What follows belongs to an exercise in optimizing a design on an open flow for small area and a short achievable clock period; a production flow would make more cautious choices. In this exercise RTL edits were held to simulation tests only and were not proved equivalent to the original. Power figures rest on the tool's default switching activity, not on a simulated workload.

Setup of quartz:
==> flow/design.v <==
package switch_defs;
	localparam PTR_W = $clog2(4);
	localparam PKT_W = 2*4 + 8;
	typedef struct packed {
		logic [4-1:0]  source;
		logic [4-1:0]  target;
		logic [8-1:0] data;
	} packet_t;
endpackage
import switch_defs::*;
module sync_fifo (
	input  wire                          clk,
	input  wire                          we,
	input  wire [3:0]                    wr_ptr,
	input  wire [14:0]                   rd_oh,
	input  wire [switch_defs::PKT_W-1:0] data_in,
	output reg  [switch_defs::PKT_W-1:0] data_out
);
	localparam DEPTH = 15;
	reg [switch_defs::PKT_W-1:0] mem [0:DEPTH-1];
	always_ff @(posedge clk) begin
		if (we)
			mem[wr_ptr] <= data_in;
	end
	always_comb begin
		logic [switch_defs::PKT_W-1:0] d;
		d = '0;
		for (int k = 0; k < DEPTH; k++)
			d = d | ({switch_defs::PKT_W{rd_oh[k]}} & mem[k]);
		data_out = d;
	end
endmodule
import switch_defs::*;
module rx_port (
	input  wire                          clk,
	input  wire                          rst_n,
	input  wire                          valid_in,
	input  wire [switch_defs::PKT_W-1:0] pkt_in,
	input  wire [4-1:0]         grant_vec,
	output reg  [switch_defs::PKT_W-1:0] hd_pkt,
	output reg  [4-1:0]         req
);
	reg        hv;         
	reg [14:0] rd_oh;      
	reg [3:0]  wr_ptr;
	reg        full;       
	reg        r_ne;       
	wire [switch_defs::PKT_W-1:0] ring_out;
	wire [4-1:0] owed   = req & ~grant_vec;
	wire                  ld     = (owed == {4{1'b0}});  
	wire                  push   = valid_in & ~full;
	wire                  deq    = ld & r_ne;           
	wire                  to_hd  = ld & ~r_ne;          
	wire                  enq    = push & ~to_hd;       
	wire [3:0] wr_i  = (wr_ptr == 4'd14) ? 4'd0 : wr_ptr + 4'd1;
	wire       c14   = rd_oh[wr_i];         
	wire [14:0] rd_n = {rd_oh[13:0], rd_oh[14]};
	wire       c1    = rd_n[wr_ptr];        
	wire       hv_n  = ~ld | r_ne | push;
	sync_fifo ring (
		.clk      (clk),
		.we       (~full),  
		.wr_ptr   (wr_ptr),
		.rd_oh    (rd_oh),
		.data_in  (pkt_in),
		.data_out (ring_out)
	);
	always_ff @(posedge clk or negedge rst_n) begin
		if (!rst_n) begin
			hv     <= 1'b0;
			rd_oh  <= 15'd1;
			wr_ptr <= 4'd0;
			full   <= 1'b0;
			r_ne   <= 1'b0;
			req    <= {4{1'b0}};
		end else begin
			hv     <= hv_n;
			full   <= ~ld & (full | (c14 & push));
			r_ne   <= enq | (r_ne & ~(deq & c1));
			if (deq) rd_oh <= rd_n;
			if (enq) wr_ptr <= wr_i;
			if (!ld)
				req <= owed;
			else if (r_ne)
				req <= ring_out[8 +: 4];
			else
				req <= push ? pkt_in[8 +: 4] : {4{1'b0}};
		end
	end
	always_ff @(posedge clk) begin
		if (ld)
			hd_pkt <= r_ne ? ring_out : pkt_in;
	end
endmodule
import switch_defs::*;
module tx_port #(
	parameter PORT_ID = 0
) (
	input  wire                                     clk,
	input  wire                                     rst_n,
	input  wire [4*switch_defs::PKT_W-1:0] rx_pkts,
	input  wire [4-1:0]                    rx_reqs,
	output reg  [4-1:0]                    grants,
	output reg                                      valid_out,
	output reg  [switch_defs::PKT_W-1:0]            pkt_out
);
	reg [3:0] rr;    
	wire      any = |rx_reqs;
	reg [switch_defs::PKT_W-1:0] pkt_out_n;
	always_comb begin
		logic [3:0] r;
		r = rx_reqs;
		for (int i = 0; i < 4; i++) begin
			grants[i] = r[i] & ( rr[i]
				| (rr[(i+3)%4] & ~r[(i+3)%4])
				| (rr[(i+2)%4] & ~r[(i+2)%4] & ~r[(i+3)%4])
				| (rr[(i+1)%4] & ~r[(i+1)%4] & ~r[(i+2)%4] & ~r[(i+3)%4]));
		end
	end
	always_comb begin
		logic [switch_defs::PKT_W-1:0] p;
		p = '0;
		for (int i = 0; i < 4; i++)
			p = p | ({switch_defs::PKT_W{grants[i]}} & rx_pkts[i*switch_defs::PKT_W +: switch_defs::PKT_W]);
		pkt_out_n = p;
	end
	always_ff @(posedge clk or negedge rst_n) begin
		if (!rst_n) begin
			valid_out <= 1'b0;
			rr        <= 4'b0001;
		end else begin
			valid_out <= any & ~grants[PORT_ID];
			if (any)
				rr <= {grants[2:0], grants[3]};
		end
	end
	always_ff @(posedge clk)
		pkt_out <= pkt_out_n;
endmodule
import switch_defs::*;
module switch_4port(
	input  logic       clk,
	input  logic       rst_n,
	input  logic       port0_valid_in,
	input  logic [3:0] port0_source_in,
	input  logic [3:0] port0_target_in,
	input  logic [7:0] port0_data_in,
	output logic       port0_valid_out,
	output logic [3:0] port0_source_out,
	output logic [3:0] port0_target_out,
	output logic [7:0] port0_data_out,
	input  logic       port1_valid_in,
	input  logic [3:0] port1_source_in,
	input  logic [3:0] port1_target_in,
	input  logic [7:0] port1_data_in,
	output logic       port1_valid_out,
	output logic [3:0] port1_source_out,
	output logic [3:0] port1_target_out,
	output logic [7:0] port1_data_out,
	input  logic       port2_valid_in,
	input  logic [3:0] port2_source_in,
	input  logic [3:0] port2_target_in,
	input  logic [7:0] port2_data_in,
	output logic       port2_valid_out,
	output logic [3:0] port2_source_out,
	output logic [3:0] port2_target_out,
	output logic [7:0] port2_data_out,
	input  logic       port3_valid_in,
	input  logic [3:0] port3_source_in,
	input  logic [3:0] port3_target_in,
	input  logic [7:0] port3_data_in,
	output logic       port3_valid_out,
	output logic [3:0] port3_source_out,
	output logic [3:0] port3_target_out,
	output logic [7:0] port3_data_out
);
	localparam NUM_PORTS = 4;
	localparam W = switch_defs::PKT_W;
	wire [NUM_PORTS*W-1:0] rx_pkt_in;
	wire [NUM_PORTS*W-1:0] tx_pkt_out;
	wire [NUM_PORTS-1:0]   rx_valid_in;
	wire [NUM_PORTS-1:0]   tx_valid_out;
	assign rx_pkt_in[0*W +: W] = {port0_source_in, port0_target_in, port0_data_in};
	assign rx_pkt_in[1*W +: W] = {port1_source_in, port1_target_in, port1_data_in};
	assign rx_pkt_in[2*W +: W] = {port2_source_in, port2_target_in, port2_data_in};
	assign rx_pkt_in[3*W +: W] = {port3_source_in, port3_target_in, port3_data_in};
	assign rx_valid_in = {port3_valid_in, port2_valid_in, port1_valid_in, port0_valid_in};
	assign {port0_source_out, port0_target_out, port0_data_out} = tx_pkt_out[0*W +: W];
	assign {port1_source_out, port1_target_out, port1_data_out} = tx_pkt_out[1*W +: W];
	assign {port2_source_out, port2_target_out, port2_data_out} = tx_pkt_out[2*W +: W];
	assign {port3_source_out, port3_target_out, port3_data_out} = tx_pkt_out[3*W +: W];
	assign {port3_valid_out, port2_valid_out, port1_valid_out, port0_valid_out} = tx_valid_out;
	wire [NUM_PORTS*W-1:0] hd_pkts;
	wire [NUM_PORTS-1:0]   reqs   [NUM_PORTS-1:0];  
	wire [NUM_PORTS-1:0]   grants [NUM_PORTS-1:0];  
	genvar i;
	generate
		for (i = 0; i < NUM_PORTS; i++) begin : PORTS
			logic [NUM_PORTS-1:0] my_grant_vec;
			logic [NUM_PORTS-1:0] my_req_vec;
			always_comb begin
				for (int j = 0; j < NUM_PORTS; j++) begin
					my_grant_vec[j] = grants[j][i];
					my_req_vec[j]   = reqs[j][i];
				end
			end
			rx_port rx_inst (
				.clk(clk), .rst_n(rst_n),
				.valid_in(rx_valid_in[i]),
				.pkt_in(rx_pkt_in[i*W +: W]),
				.grant_vec(my_grant_vec),
				.hd_pkt(hd_pkts[i*W +: W]),
				.req(reqs[i])
			);
			tx_port #(.PORT_ID(i)) tx_inst (
				.clk(clk), .rst_n(rst_n),
				.rx_pkts(hd_pkts),
				.rx_reqs(my_req_vec),
				.grants(grants[i]),
				.valid_out(tx_valid_out[i]),
				.pkt_out(tx_pkt_out[i*W +: W])
			);
		end
	endgenerate
endmodule
Settings: LEC_CHECK=0, CAP_MARGIN=20, CORE_MARGIN=2, CORE_UTILIZATION=60, CTS_CLUSTER_DIAMETER=80, CTS_CLUSTER_SIZE=24, PLACE_DENSITY=0.75, SETUP_SLACK_MARGIN=3.2, SLEW_MARGIN=20; clock period 5.5 ns.
run.sh (not shown) runs the stock make flow with config.mk's settings and CLKGATE_MAP_FILE= SYNTH_SCRIPT=/design/flow/synth_recipe.tcl, a recipe that flattens the netlist after the stock synthesis.
quartz was carried through to the last stage, and its layout satisfied the timing, DRC and antenna checks.
### quartz -> juniper
Settings: swapping 0.75 for 0.7 in PLACE_DENSITY; swapping 60 for 55 in CORE_UTILIZATION.
--- outcome ---
No run among juniper and quartz stopped early or left any final violation; all are clean. Going from quartz to juniper, fill cell instance count of the final layout shows an increase of about 20%; via count of the first global-routing pass shows a reduction of about 1%; post-CTS setup repair buffer count shows an increase of 10; area taken by flip-flops and latches shows no meaningful change; hold slack shows a reduction of 0.13 ns.
The following lists how raven was set up differently from juniper:
Settings: changing CORE_UTILIZATION from 55 to 60; changing PLACE_DENSITY from 0.7 to 0.75; changing SETUP_SLACK_MARGIN from 3.2 to 3.1.
### Flow results
Of the two values seen for capture point of the critical path, PORTS[0].tx_inst.pkt_out[3] was produced by raven and PORTS[2].rx_inst.ring.mem[4][12] by juniper. Comparing juniper against raven, there is no change at all in proportion of synthesized area in mux cells. Across both runs, maximum resistive drop on vdd was higher for raven than for juniper. Between juniper and raven, the multi-input gate count figures differ only marginally. The met2 usage in global routing of raven exceeds that of juniper by 2.4 points. On final cell area excluding filler cells, juniper loses to raven.
## Diff of input files: maple against raven
Settings: CORE_UTILIZATION: 60 -> 65; PLACE_DENSITY: 0.75 -> 0.8.
Findings:
- Sort raven and maple by maximum clock skew at final layout asc -> top: raven
- Note that the die area recorded for raven amounts to 1.08 times the value seen in maple.
- Taking raven as the reference, in maple relative area change from synthesis to final layout shrank by 0.52 points, total power draw lower, number of non-clock buffers in the layout down 14, global-route wire length before repair saw little to no change.
- maple vs. raven: number of vias in the routed layout now sits higher, hold slack now sits higher, clock input transition at the sequential cells of the worst setup and hold paths now sits at about the same level.
- Multi-input combinational area share ends up higher on maple.
- For raven, the timing startpoint of the critical path was PORTS[3].rx_inst.req[0], unlike maple, where it was PORTS[2].rx_inst.wr_ptr[3].

-- what the ideal ports hide --
No port has a modelled driver above. Below, the same layouts with a new extraction and two added sets of constraints.
Step 1 sets driving cells, clkbuf_16 on the clock port and buf_2 on the other inputs (assumed; they add their load-dependent delay and slew).
Step 2 also shifts input and output timing later by t, the mid clock arrival at the registers, as if the neighbouring blocks saw the same clock.
Three values: no drivers, after step 1, after step 2; two values: the first two.
run	t, ns	setup slack, ns	worst setup path after step 2	clock arrival spread, ns	worst slew at a driven data input, ns
quartz	0.712	3.173 / 3.156 / 2.679	input to register	0.023 / 0.023	0.09
juniper	0.722	3.167 / 3.154 / 2.661	input to register	0.037 / 0.037	0.09
raven	0.723	3.026 / 3.026 / 2.711	input to register	0.019 / 0.018	0.09
maple	0.708	2.952 / 2.952 / 2.654	input to register	0.037 / 0.037	0.08
After both steps every run listed still meets setup and hold. For juniper, which loses most, drivers alone change the setup slack by -0.013 ns; drivers and shift together by -0.506 ns.
